Background: an optimization exercise with open tools, aiming at small area, a short achievable clock period and few clock cycles per item. Do not read the settings as production practice.
RTL that was checked went through simulation tests only; none was proved equivalent to the original.
The clock port is modelled as an ideal driver, which makes a skipped or thinned clock tree look cheaper than it is; a real chip needs a root buffer or a tree.
Power and IR drop assume default switching activity.

==> run D <==
// function_calculator
module function_calculator(
    input clk_i,
    input rst_i,
    input [15:0] sw_i,
    input start_i,
    output busy_o,
    output reg [15:0] y_calc
 );
clock: 5.0 ns
lec_check: 0
abc_area: 0
cap_margin: 20
core_margin: 2
core_utilization: 40
slew_margin: 20
synth_hierarchical: 1
synth_minimum_keep_size: 0
buffer_ports_args: -buffer_cell sky130_fd_sc_hd__buf_1
standard.sh (not shown) runs the stock make flow with config.mk's settings and CLKGATE_MAP_FILE= SYNTH_SCRIPT=/design/flow/synth_recipe.tcl, a recipe that flattens the netlist after the stock synthesis.
==> flow/flow/run.sh <==
#!/bin/bash
# Standard layout, with the port buffers inserted as buf_1 cells instead of
# the resizer's default choice (clkdlybuf4s50_1, larger and slower).
set -euo pipefail
echo 'export BUFFER_PORTS_ARGS = -buffer_cell sky130_fd_sc_hd__buf_1' >> config.mk
bash standard.sh > standard.log 2>&1
==> run X: changes against run D <==
--- a/flow/design.v
+++ b/flow/design.v
@@ -11,26 +11,36 @@
 module function_calculator(
     input clk_i,
     input rst_i,
     input [15:0] sw_i,
     input start_i,
     output busy_o,
-    output reg [15:0] y_calc
+    output [15:0] y_calc
  );
     function [3:0] low4;
         input [5:0] ar;
         low4 = {ar[3] & (ar[4] ^ ar[5]), ar[4] & ~ar[3], 1'b0, ar[3]} + ar[2:0];
     endfunction
     wire [7:0] b_i = sw_i[7:0];
     wire [2:0] r_d = (b_i >= 8'd216) ? 3'd6 :
                      (b_i >= 8'd125) ? 3'd5 :
                      (b_i >= 8'd64)  ? 3'd4 :
                      (b_i >= 8'd27)  ? 3'd3 :
                      (b_i >= 8'd8)   ? 3'd2 :
                      (b_i >= 8'd1)   ? 3'd1 : 3'd0;
-    wire [7:0] aa = sw_i[15:8];
+    reg [7:0] aa;
+    reg [2:0] rr;
+    always @(posedge clk_i) begin
+        if (rst_i) begin
+            aa <= 8'd0;
+            rr <= 3'd0;
+        end else if (start_i) begin
+            aa <= sw_i[15:8];
+            rr <= r_d;
+        end
+    end
     wire n0 = aa[2] & ~aa[1];
     wire n1 = aa[2] & aa[1];
     wire n2 = aa[3] & ~aa[2];
     wire n3 = aa[3] & aa[2];
     wire n4 = aa[4] & ~aa[3];
     wire n5 = aa[4] & aa[3];
@@ -122,52 +132,53 @@
     wire n91 = n76 | (n75 & n74);
     wire n92 = n75 & n73;
     wire n93 = n80 | (n79 & n78);
     wire n94 = n79 & n77;
     wire n95 = n84 | (n83 & n82);
     wire n96 = n83 & n81;
-    wire n97 = n87 | (n88 & n85);
-    wire n98 = n88 & n86;
-    wire n99 = n91 | (n92 & n89);
-    wire n100 = n92 & n90;
-    wire n101 = n95 | (n96 & n93);
-    wire n102 = n96 & n94;
-    wire n103 = n99 | (n100 & n97);
-    wire n104 = n100 & n98;
-    wire n105 = n101 | (n102 & n103);
-    wire n106 = n102 & n104;
-    wire n107 = n89 | (n90 & n97);
-    wire n108 = n90 & n98;
-    wire n109 = n93 | (n94 & n103);
-    wire n110 = n94 & n104;
-    wire n111 = n66 | (n65 & n85);
-    wire n112 = n65 & n86;
-    wire n113 = n70 | (n69 & n97);
-    wire n114 = n69 & n98;
-    wire n115 = n74 | (n73 & n107);
-    wire n116 = n73 & n108;
-    wire n117 = n78 | (n77 & n103);
-    wire n118 = n77 & n104;
-    wire n119 = n82 | (n81 & n109);
-    wire n120 = n81 & n110;
-    wire n121 = 1'b0 | (n11 & n105);
-    wire n122 = n11 & n106;
-    wire n123 = n65 ^ n85;
-    wire n124 = n67 ^ n111;
-    wire n125 = n69 ^ n97;
-    wire n126 = n71 ^ n113;
-    wire n127 = n73 ^ n107;
-    wire n128 = n75 ^ n115;
-    wire n129 = n77 ^ n103;
-    wire n130 = n79 ^ n117;
-    wire n131 = n81 ^ n109;
-    wire n132 = n83 ^ n119;
-    wire n133 = n11 ^ n105;
-    wire [11:0] hi = {n133, n132, n131, n130, n129, n128, n127, n126, n125, n124, n123, n63};
-    always @(posedge clk_i) begin
-        if (rst_i)
-            y_calc <= 16'd0;
-        else if (start_i)
-            y_calc <= {hi, low4({aa[2:0], r_d})};
-    end
+    wire n97 = n66 | (n65 & n85);
+    wire n98 = n65 & n86;
+    wire n99 = n87 | (n88 & n85);
+    wire n100 = n88 & n86;
+    wire n101 = n74 | (n73 & n89);
+    wire n102 = n73 & n90;
+    wire n103 = n91 | (n92 & n89);
+    wire n104 = n92 & n90;
+    wire n105 = n82 | (n81 & n93);
+    wire n106 = n81 & n94;
+    wire n107 = n95 | (n96 & n93);
+    wire n108 = n96 & n94;
+    wire n109 = n70 | (n69 & n99);
+    wire n110 = n69 & n100;
+    wire n111 = n89 | (n90 & n99);
+    wire n112 = n90 & n100;
+    wire n113 = n101 | (n102 & n99);
+    wire n114 = n102 & n100;
+    wire n115 = n103 | (n104 & n99);
+    wire n116 = n104 & n100;
+    wire n117 = 1'b0 | (n11 & n107);
+    wire n118 = n11 & n108;
+    wire n119 = n78 | (n77 & n115);
+    wire n120 = n77 & n116;
+    wire n121 = n93 | (n94 & n115);
+    wire n122 = n94 & n116;
+    wire n123 = n105 | (n106 & n115);
+    wire n124 = n106 & n116;
+    wire n125 = n107 | (n108 & n115);
+    wire n126 = n108 & n116;
+    wire n127 = n117 | (n118 & n115);
+    wire n128 = n118 & n116;
+    wire n129 = n65 ^ n85;
+    wire n130 = n67 ^ n97;
+    wire n131 = n69 ^ n99;
+    wire n132 = n71 ^ n109;
+    wire n133 = n73 ^ n111;
+    wire n134 = n75 ^ n113;
+    wire n135 = n77 ^ n115;
+    wire n136 = n79 ^ n119;
+    wire n137 = n81 ^ n121;
+    wire n138 = n83 ^ n123;
+    wire n139 = n11 ^ n125;
+    wire [11:0] hi = {n139, n138, n137, n136, n135, n134, n133, n132, n131, n130, n129, n63};
+    assign y_calc = {hi, low4({aa[2:0], rr})};
     assign busy_o = 1'b0;
 endmodule
--- a/flow/config.mk
+++ b/flow/config.mk
@@ -6,10 +6,11 @@
 export NUM_CORES = 4
 export LEC_CHECK = 0
 export ABC_AREA = 0
 export CAP_MARGIN = 20
 export CORE_MARGIN = 2
 export CORE_UTILIZATION = 40
+export SETUP_SLACK_MARGIN = 0.5
 export SLEW_MARGIN = 20
 export SYNTH_HIERARCHICAL = 1
 export SYNTH_MINIMUM_KEEP_SIZE = 0
 export BUFFER_PORTS_ARGS = -buffer_cell sky130_fd_sc_hd__buf_1
==> run B: changes against run D <==
--- a/flow/design.v
+++ b/flow/design.v
@@ -110,62 +110,64 @@
     wire n79, n80;
     ha2 un79 (.x(n58), .y(n59), .s(n79), .c(n80));
     wire n81, n82;
     ha2 un81 (.x(n60), .y(n61), .s(n81), .c(n82));
     wire n83, n84;
     ha2 un83 (.x(n10), .y(n62), .s(n83), .c(n84));
-    wire n85 = n64 | (n63 & 1'b0);
-    wire n86 = n63 & 1'b0;
-    wire n87 = n68 | (n67 & n66);
-    wire n88 = n67 & n65;
-    wire n89 = n72 | (n71 & n70);
-    wire n90 = n71 & n69;
-    wire n91 = n76 | (n75 & n74);
-    wire n92 = n75 & n73;
-    wire n93 = n80 | (n79 & n78);
-    wire n94 = n79 & n77;
-    wire n95 = n84 | (n83 & n82);
-    wire n96 = n83 & n81;
-    wire n97 = n87 | (n88 & n85);
-    wire n98 = n88 & n86;
-    wire n99 = n91 | (n92 & n89);
-    wire n100 = n92 & n90;
-    wire n101 = n95 | (n96 & n93);
-    wire n102 = n96 & n94;
-    wire n103 = n99 | (n100 & n97);
-    wire n104 = n100 & n98;
-    wire n105 = n101 | (n102 & n103);
-    wire n106 = n102 & n104;
-    wire n107 = n89 | (n90 & n97);
-    wire n108 = n90 & n98;
-    wire n109 = n93 | (n94 & n103);
-    wire n110 = n94 & n104;
-    wire n111 = n66 | (n65 & n85);
-    wire n112 = n65 & n86;
-    wire n113 = n70 | (n69 & n97);
-    wire n114 = n69 & n98;
-    wire n115 = n74 | (n73 & n107);
-    wire n116 = n73 & n108;
-    wire n117 = n78 | (n77 & n103);
-    wire n118 = n77 & n104;
-    wire n119 = n82 | (n81 & n109);
-    wire n120 = n81 & n110;
-    wire n121 = 1'b0 | (n11 & n105);
-    wire n122 = n11 & n106;
-    wire n123 = n65 ^ n85;
-    wire n124 = n67 ^ n111;
-    wire n125 = n69 ^ n97;
-    wire n126 = n71 ^ n113;
-    wire n127 = n73 ^ n107;
-    wire n128 = n75 ^ n115;
-    wire n129 = n77 ^ n103;
-    wire n130 = n79 ^ n117;
-    wire n131 = n81 ^ n109;
-    wire n132 = n83 ^ n119;
-    wire n133 = n11 ^ n105;
-    wire [11:0] hi = {n133, n132, n131, n130, n129, n128, n127, n126, n125, n124, n123, n63};
+    wire n85 = n66 | (n65 & n64);
+    wire n86 = n65 & 1'b0;
+    wire n87 = n70 | (n69 & n68);
+    wire n88 = n69 & n67;
+    wire n89 = n74 | (n73 & n72);
+    wire n90 = n73 & n71;
+    wire n91 = n78 | (n77 & n76);
+    wire n92 = n77 & n75;
+    wire n93 = n82 | (n81 & n80);
+    wire n94 = n81 & n79;
+    wire n95 = 1'b0 | (n11 & n84);
+    wire n96 = n11 & n83;
+    wire n97 = n68 | (n67 & n85);
+    wire n98 = n67 & n86;
+    wire n99 = n87 | (n88 & n85);
+    wire n100 = n88 & n86;
+    wire n101 = n76 | (n75 & n89);
+    wire n102 = n75 & n90;
+    wire n103 = n91 | (n92 & n89);
+    wire n104 = n92 & n90;
+    wire n105 = n84 | (n83 & n93);
+    wire n106 = n83 & n94;
+    wire n107 = n95 | (n96 & n93);
+    wire n108 = n96 & n94;
+    wire n109 = n72 | (n71 & n99);
+    wire n110 = n71 & n100;
+    wire n111 = n89 | (n90 & n99);
+    wire n112 = n90 & n100;
+    wire n113 = n101 | (n102 & n99);
+    wire n114 = n102 & n100;
+    wire n115 = n103 | (n104 & n99);
+    wire n116 = n104 & n100;
+    wire n117 = n80 | (n79 & n115);
+    wire n118 = n79 & n116;
+    wire n119 = n93 | (n94 & n115);
+    wire n120 = n94 & n116;
+    wire n121 = n105 | (n106 & n115);
+    wire n122 = n106 & n116;
+    wire n123 = n107 | (n108 & n115);
+    wire n124 = n108 & n116;
+    wire n125 = n65 ^ n64;
+    wire n126 = n67 ^ n85;
+    wire n127 = n69 ^ n97;
+    wire n128 = n71 ^ n99;
+    wire n129 = n73 ^ n109;
+    wire n130 = n75 ^ n111;
+    wire n131 = n77 ^ n113;
+    wire n132 = n79 ^ n115;
+    wire n133 = n81 ^ n117;
+    wire n134 = n83 ^ n119;
+    wire n135 = n11 ^ n121;
+    wire [11:0] hi = {n135, n134, n133, n132, n131, n130, n129, n128, n127, n126, n125, n63};
     always @(posedge clk_i) begin
         if (rst_i)
             y_calc <= 16'd0;
         else if (start_i)
             y_calc <= {hi, low4({aa[2:0], r_d})};
     end
==> flow/flow/run.sh (replaced) <==
#!/bin/bash
# Standard layout with two changes:
#  - port buffers are buf_1 cells (the resizer's default pick is clkdlybuf4s50_1,
#    larger and slower);
#  - after CTS, the clock tree's leaf buffers are removed so one root clock
#    buffer drives every flip-flop (the design has only a few registers).
set -euo pipefail
here=$(pwd)
echo 'export BUFFER_PORTS_ARGS = -buffer_cell sky130_fd_sc_hd__buf_1' >> config.mk
echo 'export CTS_ARGS = -buf_list sky130_fd_sc_hd__clkbuf_4 -root_buf sky130_fd_sc_hd__clkbuf_8 -dont_use_dummy_load -repair_clock_nets' >> config.mk
echo "export POST_CTS_TCL = $here/flow/post_cts.tcl" >> config.mk
bash standard.sh > standard.log 2>&1
==> flow/flow/post_cts.tcl (new file) <==
# Collapse the clock tree to a single buffer: every sink of a leaf clock
# buffer is moved onto the root buffer's output net, then the leaf buffers
# are deleted.
set block [ord::get_db_block]
set clk_port_net [$block findNet clk_i]
set root ""
foreach it [$clk_port_net getITerms] {
  set inst [$it getInst]
  if {[string match "*clkbuf*" [[$inst getMaster] getName]]} { set root $inst }
}
if {$root ne ""} {
  set rootnet [[$root findITerm X] getNet]
  set leaves {}
  foreach it [$rootnet getITerms] {
    set inst [$it getInst]
    if {$inst ne $root && [string match "*clkbuf*" [[$inst getMaster] getName]]} {
      lappend leaves $inst
    }
  }
  foreach leaf $leaves {
    set out [[$leaf findITerm X] getNet]
    set sinks {}
    foreach it [$out getITerms] {
      if {[$it getInst] ne $leaf} { lappend sinks $it }
    }
    foreach it $sinks {
      $it disconnect
      $it connect $rootnet
    }
    [$leaf findITerm A] disconnect
    [$leaf findITerm X] disconnect
    odb::dbInst_destroy $leaf
    odb::dbNet_destroy $out
  }
  puts "post_cts: moved sinks of [llength $leaves] leaf buffers onto [$root getName]"
}
estimate_parasitics -placement
report_clock_skew
report_checks -path_delay max -format end
==> flow/config.mk (replaced) <==
export PLATFORM = sky130hd
export DESIGN_NAME = function_calculator
export DESIGN_NICKNAME = function_calculator
export VERILOG_FILES = /design/flow/design.v
export SDC_FILE = /design/flow/constraint.sdc
export NUM_CORES = 4
export LEC_CHECK = 0
export ABC_AREA = 1
export CAP_MARGIN = 20
export CORE_MARGIN = 2
export CORE_UTILIZATION = 55
export SLEW_MARGIN = 20
export SYNTH_HIERARCHICAL = 1
export SYNTH_MINIMUM_KEEP_SIZE = 0
export BUFFER_PORTS_ARGS = -buffer_cell sky130_fd_sc_hd__buf_1
export CTS_ARGS = -buf_list sky130_fd_sc_hd__clkbuf_4 -root_buf sky130_fd_sc_hd__clkbuf_8 -dont_use_dummy_load -repair_clock_nets
export POST_CTS_TCL = /design/flow/flow/post_cts.tcl
==> summary.txt <==
Cells and area
  – Multi-input logic area: 1270 um^2
  – Clock network share of area: 0.0294
  – Design area: roughly 1900 um^2
  – Non-clk bufs: 35
  – Layout cells sized above 1: 0.0519

Die
  – Row cnt: 23

Yosys
  – Synth area leaders: ha_1, dfxtp_1, fa_1
  – Synth Area per Inst: between 9 and 10 um^2

GRT
  – GRT Total Usage: 0.160

Run status
  – Outcome: finished clean

Pwr
  – Switching power: 157 uW

Clock tree
  – Post-CTS Setup Repair Bufs: 0
That was run D.
==> summary.txt <==
GRT
  – GRT Total Usage: 0.209

Cells and area
  – Design area: 1900 um^2
  – Layout cells sized above 1: 0.0169
  – Clock network share of area: 0.00724
  – Non-clk bufs: 34

Die
  – Row cnt: 20

Yosys
  – Synth Area per Inst: 6.49 um^2

Pwr
  – Switching Share: 0.387

Run status
  – Outcome: finished clean
That was run B.
==> summary.txt <==
GRT
  – GRT Total Usage: 0.136

Pwr
  – Switching power: 77.3 uW

Clock tree
  – Post-CTS Setup Repair Bufs: 0

Cells and area
  – Layout cells sized above 1: 0.0660
  – Clock network share of area: 0.0268
  – Multi-input logic area: 1210 um^2
  – Non-clk bufs: 34
  – Design area: 1680 um^2

Die
  – Row cnt: 22

Run status
  – Outcome: finished clean

Yosys
  – Synth Area per Inst: 8.80 um^2

Setup path
  – Most frequent CP cell: fa_1
That was run X.
Testbench counts of run X, summed over its fixed seeds: cycles 1,280, items 1,280.
No functional check of the RTL was part of run D and run B.

-- separate check: timing with driven ports --
How much do the figures lean on ideal ports? The routed layouts below were timed once more, with nothing changed but the port constraints. Step 1, drivers: a clkbuf_16 drives clk_i and a buf_2 each remaining input, both assumed. Step 2 adds t to the input delays and takes it off the output delays; t is the mean of the earliest and latest rising clock arrival at the registers after step 1. Input paths then give back, and output paths get back, about the clock's delay inside the block. Three values: no drivers, after step 1, after step 2; two values: the first two.
| run | t (ns) | setup WS [ns] | worst register clock-pin slew, ns | worst slew at a driven data input, ns |
|---|---|---|---|---|
| run D | 0.269 | 1.097 / 1.098 / 0.829 | 0.07 / 0.07 | 0.03 |
| run X | 0.253 | 0.724 / 0.702 / 0.955 | 0.05 / 0.05 | 0.04 |
| run B | 0.178 | 1.397 / 1.397 / 1.219 | 0.10 / 0.10 | 0.03 |
After both steps setup and hold are still met in every run listed. The setup slack of run D, which loses most, moves by +0.001 ns with the drivers and by -0.268 ns with both steps.
